Source: an optimization exercise on an open RTL-to-GDS flow (aim: small area). Production flows keep margins and buffers that such runs may drop. Only simulation tests tie the RTL to the original design; equivalence was not proved. Power figures rest on the tool's default switching activity, not on a simulated workload.

north:
## Tradeoff_52bits
module Tradeoff_52bits(clk, rst_n, W, found, N);
input clk, rst_n;
input [68:0] W;
output found;
output reg [52:0] N;
localparam [16:0] A = 17'd50861;
localparam [1:0] P1 = 2'd0, SRCH = 2'd1, BRW = 2'd2, HENS = 2'd3;
reg [1:0] ph;
reg [6:0] cnt;           
reg [2:0] kk;            
reg sc;                  
reg cyc;                 
reg sgn;                 
reg [15:0] V;            
reg [6:0] bc, bb;        
reg bsc, bsh;            
wire p1 = (ph == P1);
wire [1:0] car = {sc, cyc};   
wire srch = (ph == SRCH);
wire brw = (ph == BRW);
wire hens = (ph == HENS);
assign found = hens & (cnt == 7'd53);
wire [4:0] sub = {kk, sc, cyc};
reg [6:0] cnt1;
reg [4:0] sub1;
reg icy;
integer ii;
always @(*) begin
    icy = 1'b1;
    for (ii = 0; ii < 7; ii = ii + 1) begin
        cnt1[ii] = cnt[ii] ^ icy;
        icy = icy & cnt[ii];
    end
    icy = 1'b1;
    for (ii = 0; ii < 5; ii = ii + 1) begin
        sub1[ii] = sub[ii] ^ icy;
        icy = icy & sub[ii];
    end
end
wire wi = W[cnt];
wire [6:0] t = ~cnt;
wire valid = ~(bc[6] & bc[5]);
wire dc = (cnt == bc);
wire db = valid & (cnt == bb);
wire dp = (dc & bsc) | (db & bsh);       
wire dm = (dc & ~bsc) | (db & ~bsh);     
wire d2 = dc & db;                       
wire kgt = (kk[2] & ~t[6]) | (~(kk[2] ^ t[6]) & ((kk[1] & ~t[5]) | (~(kk[1] ^ t[5]) & kk[0] & ~t[4])));
wire is_dbl = (t[6] & t[2]) | kgt;
wire dbl = srch & is_dbl & (t != 7'd0);
wire chk = srch & ~is_dbl;
reg [1:0] carn;
always @(*) begin
    case ({car, d2, dp, dm, wi})
        7'b000000: carn = 2'b00;
        7'b000001: carn = 2'b00;
        7'b000100: carn = 2'b11;
        7'b000101: carn = 2'b00;
        7'b000010: carn = 2'b00;
        7'b000011: carn = 2'b01;
        7'b001100: carn = 2'b11;
        7'b001101: carn = 2'b11;
        7'b001010: carn = 2'b01;
        7'b001011: carn = 2'b01;
        7'b001110: carn = 2'b00;
        7'b001111: carn = 2'b00;
        7'b010000: carn = 2'b00;
        7'b010001: carn = 2'b01;
  ...
Size: ~570 cells after synthesis, ~130 I/O pins, about 5900 um2 of cells after synthesis.
Settings: LEC_CHECK=0, CAP_MARGIN=0, CORE_MARGIN=2, CORE_UTILIZATION=30, CTS_BUF_LIST=sky130_fd_sc_hd__clkbuf_8, SLEW_MARGIN=0; clock period 110.0 ns.
standard.sh (not shown) runs the stock make flow with config.mk's settings and CLKGATE_MAP_FILE= SYNTH_SCRIPT=/design/flow/synth_recipe.tcl, a recipe that flattens the netlist after the stock synthesis.
==> flow/flow/run.sh <==
#!/bin/bash
# The standard layout, with two changes:
#  - synthesis maps the logic with an area-oriented ABC script (flow/abc.script)
#    instead of ORFS's delay-oriented one; everything else in synthesis is the
#    standard synth_recipe.tcl, so the registers are the standard ones;
#  - the port buffers use the smallest buffer cell.
set -euo pipefail
cp -r "$FLOW_HOME/scripts" scripts_area
cp flow/abc.script scripts_area/abc_speed.script
cp flow/abc.script scripts_area/abc_area.script
SCRIPTS_DIR="$PWD/scripts_area" bash standard.sh synth > synth.log 2>&1
export BUFFER_PORTS_ARGS="-buffer_cell sky130_fd_sc_hd__buf_1"
bash standard.sh > layout.log 2>&1
==> flow/flow/abc.script <==
strash
dc2
&get -n
&dch -f
&nf -R 1000 -F 8 -A 4 -C 32
&put
The following lists how south was set up differently from north:
- removing CTS_BUF_LIST (formerly sky130_fd_sc_hd__clkbuf_8)
- setting GPL_TIMING_DRIVEN to 0 for the first time
==> flow/flow/run.sh <==
#!/bin/bash
# The standard layout, with these changes:
#  - synthesis maps the logic with an area-oriented ABC script (flow/abc.script:
#    SAT-based resynthesis, then area-recovering mapping) instead of ORFS's
#    delay-oriented one; everything else in synthesis is the standard
#    synth_recipe.tcl, so the registers are the standard ones;
#  - the port buffers use the smallest buffer cell;
#  - clock tree synthesis inserts no dummy loads.
set -euo pipefail
cp -r "$FLOW_HOME/scripts" scripts_area
cp flow/abc.script scripts_area/abc_speed.script
cp flow/abc.script scripts_area/abc_area.script
SCRIPTS_DIR="$PWD/scripts_area" bash standard.sh synth > synth.log 2>&1
export BUFFER_PORTS_ARGS="-buffer_cell sky130_fd_sc_hd__buf_1"
export CTS_ARGS="-sink_clustering_enable -repair_clock_nets -buf_list sky130_fd_sc_hd__clkbuf_8 -dont_use_dummy_load"
bash standard.sh > layout.log 2>&1
--- a/flow/flow/abc.script
+++ b/flow/flow/abc.script
@@ -2 +2,3 @@
-dc2
+&get -n
+&deepsyn -J 50
+&put
### Flow results
Across both runs, clock power share was lower for south than for north. The clock-pin transition on the worst setup and hold timing paths of south and that of north are within noise of each other. Of north and south, the run reporting the lower maximum frequency from static timing analysis was north. When south is measured against north, its sequential fraction of total cell area turns out 1.5 points higher. Setup slack: south more than north. south vs north: fraction of met3 tracks used by global routing up. south vs north: met1 layer wirelength in the final routing up in south. Between north and south, the final-stage net count is lower for north.

* * *

Starting RTL as in the previous note.
Settings: LEC_CHECK=0, CAP_MARGIN=0, CORE_MARGIN=2, CORE_UTILIZATION=30, GPL_TIMING_DRIVEN=0, SLEW_MARGIN=0; clock period 110.0 ns.
==> flow/flow/run.sh <==
#!/bin/bash
# The standard layout, with these changes:
#  - synthesis maps the logic with an area-oriented ABC script (flow/abc.script:
#    SAT-based resynthesis, then area-recovering mapping) instead of ORFS's
#    delay-oriented one; everything else in synthesis is the standard
#    synth_recipe.tcl, so the registers are the standard ones;
#  - the port buffers use the smallest buffer cell;
#  - clock tree synthesis inserts no dummy loads.
set -euo pipefail
cp -r "$FLOW_HOME/scripts" scripts_area
cp flow/abc.script scripts_area/abc_speed.script
cp flow/abc.script scripts_area/abc_area.script
SCRIPTS_DIR="$PWD/scripts_area" bash standard.sh synth > synth.log 2>&1
export BUFFER_PORTS_ARGS="-buffer_cell sky130_fd_sc_hd__buf_1"
export CTS_ARGS="-sink_clustering_enable -repair_clock_nets -buf_list sky130_fd_sc_hd__clkbuf_8 -sink_clustering_size 20 -dont_use_dummy_load"
bash standard.sh > layout.log 2>&1
==> flow/flow/abc.script <==
strash
&get -n
&deepsyn -J 50
&put
&get -n
&dch -f
&nf -R 1000 -F 8 -A 4 -C 32
&put
==> next run, changes <==
==> flow/flow/run.sh (replaced) <==
#!/bin/bash
# The standard layout, with two changes:
#  - synthesis maps the logic with an area-oriented ABC script (flow/abc.script: SAT-based resynthesis, then area-recovering mapping)
#    instead of ORFS's delay-oriented one; everything else in synthesis is the
#    standard synth_recipe.tcl, so the registers are the standard ones;
#  - the port buffers use the smallest buffer cell.
set -euo pipefail
cp -r "$FLOW_HOME/scripts" scripts_area
cp flow/abc.script scripts_area/abc_speed.script
cp flow/abc.script scripts_area/abc_area.script
SCRIPTS_DIR="$PWD/scripts_area" bash standard.sh synth > synth.log 2>&1
export BUFFER_PORTS_ARGS="-buffer_cell sky130_fd_sc_hd__buf_1"
bash standard.sh > layout.log 2>&1
--- a/flow/config.mk
+++ b/flow/config.mk
@@ -11 +11 @@
-export GPL_TIMING_DRIVEN = 0
+export CTS_BUF_LIST = sky130_fd_sc_hd__clkbuf_8
What happened:
- die area is unchanged
- combinational power is higher by about 2%
- final area is higher by about 1.8%
- wire length is higher by about 2.5%

-- what the ideal ports hide --
The flow's constraints put no driver on any port. The routed layouts listed below were extracted and timed again, unchanged, in two steps.
Step 1 sets driving cells, clkbuf_16 on the clock port and buf_2 on the other inputs (assumed; they add their load-dependent delay and slew).
Step 2 times the ports against the registers' clock, not the clock port: input delays grow and output delays shrink by t, the midpoint of the rising clock arrivals with the driver on.
a / b / c = no drivers / after step 1 / after step 2; a / b = the first two.
run | t (ns) | setup WS [ns] | hold slack, ns | cell pins on the clock port's net
north | 0.411 | 72.784 / 72.793 / 72.382 | 0.352 / 0.352 / 0.352 | 1
south | 0.398 | 73.541 / 73.540 / 73.142 | 0.335 / 0.335 / 0.335 | 1
the first run of note 2 | 0.398 | 73.541 / 73.540 / 73.142 | 0.335 / 0.335 / 0.335 | 1
the second run of note 2 | 0.407 | 74.242 / 74.258 / 73.851 | 0.345 / 0.345 / 0.345 | 1
After both steps every run listed still meets setup and hold. For north, which loses most, drivers alone change the setup slack by +0.009 ns; drivers and shift together by -0.402 ns.
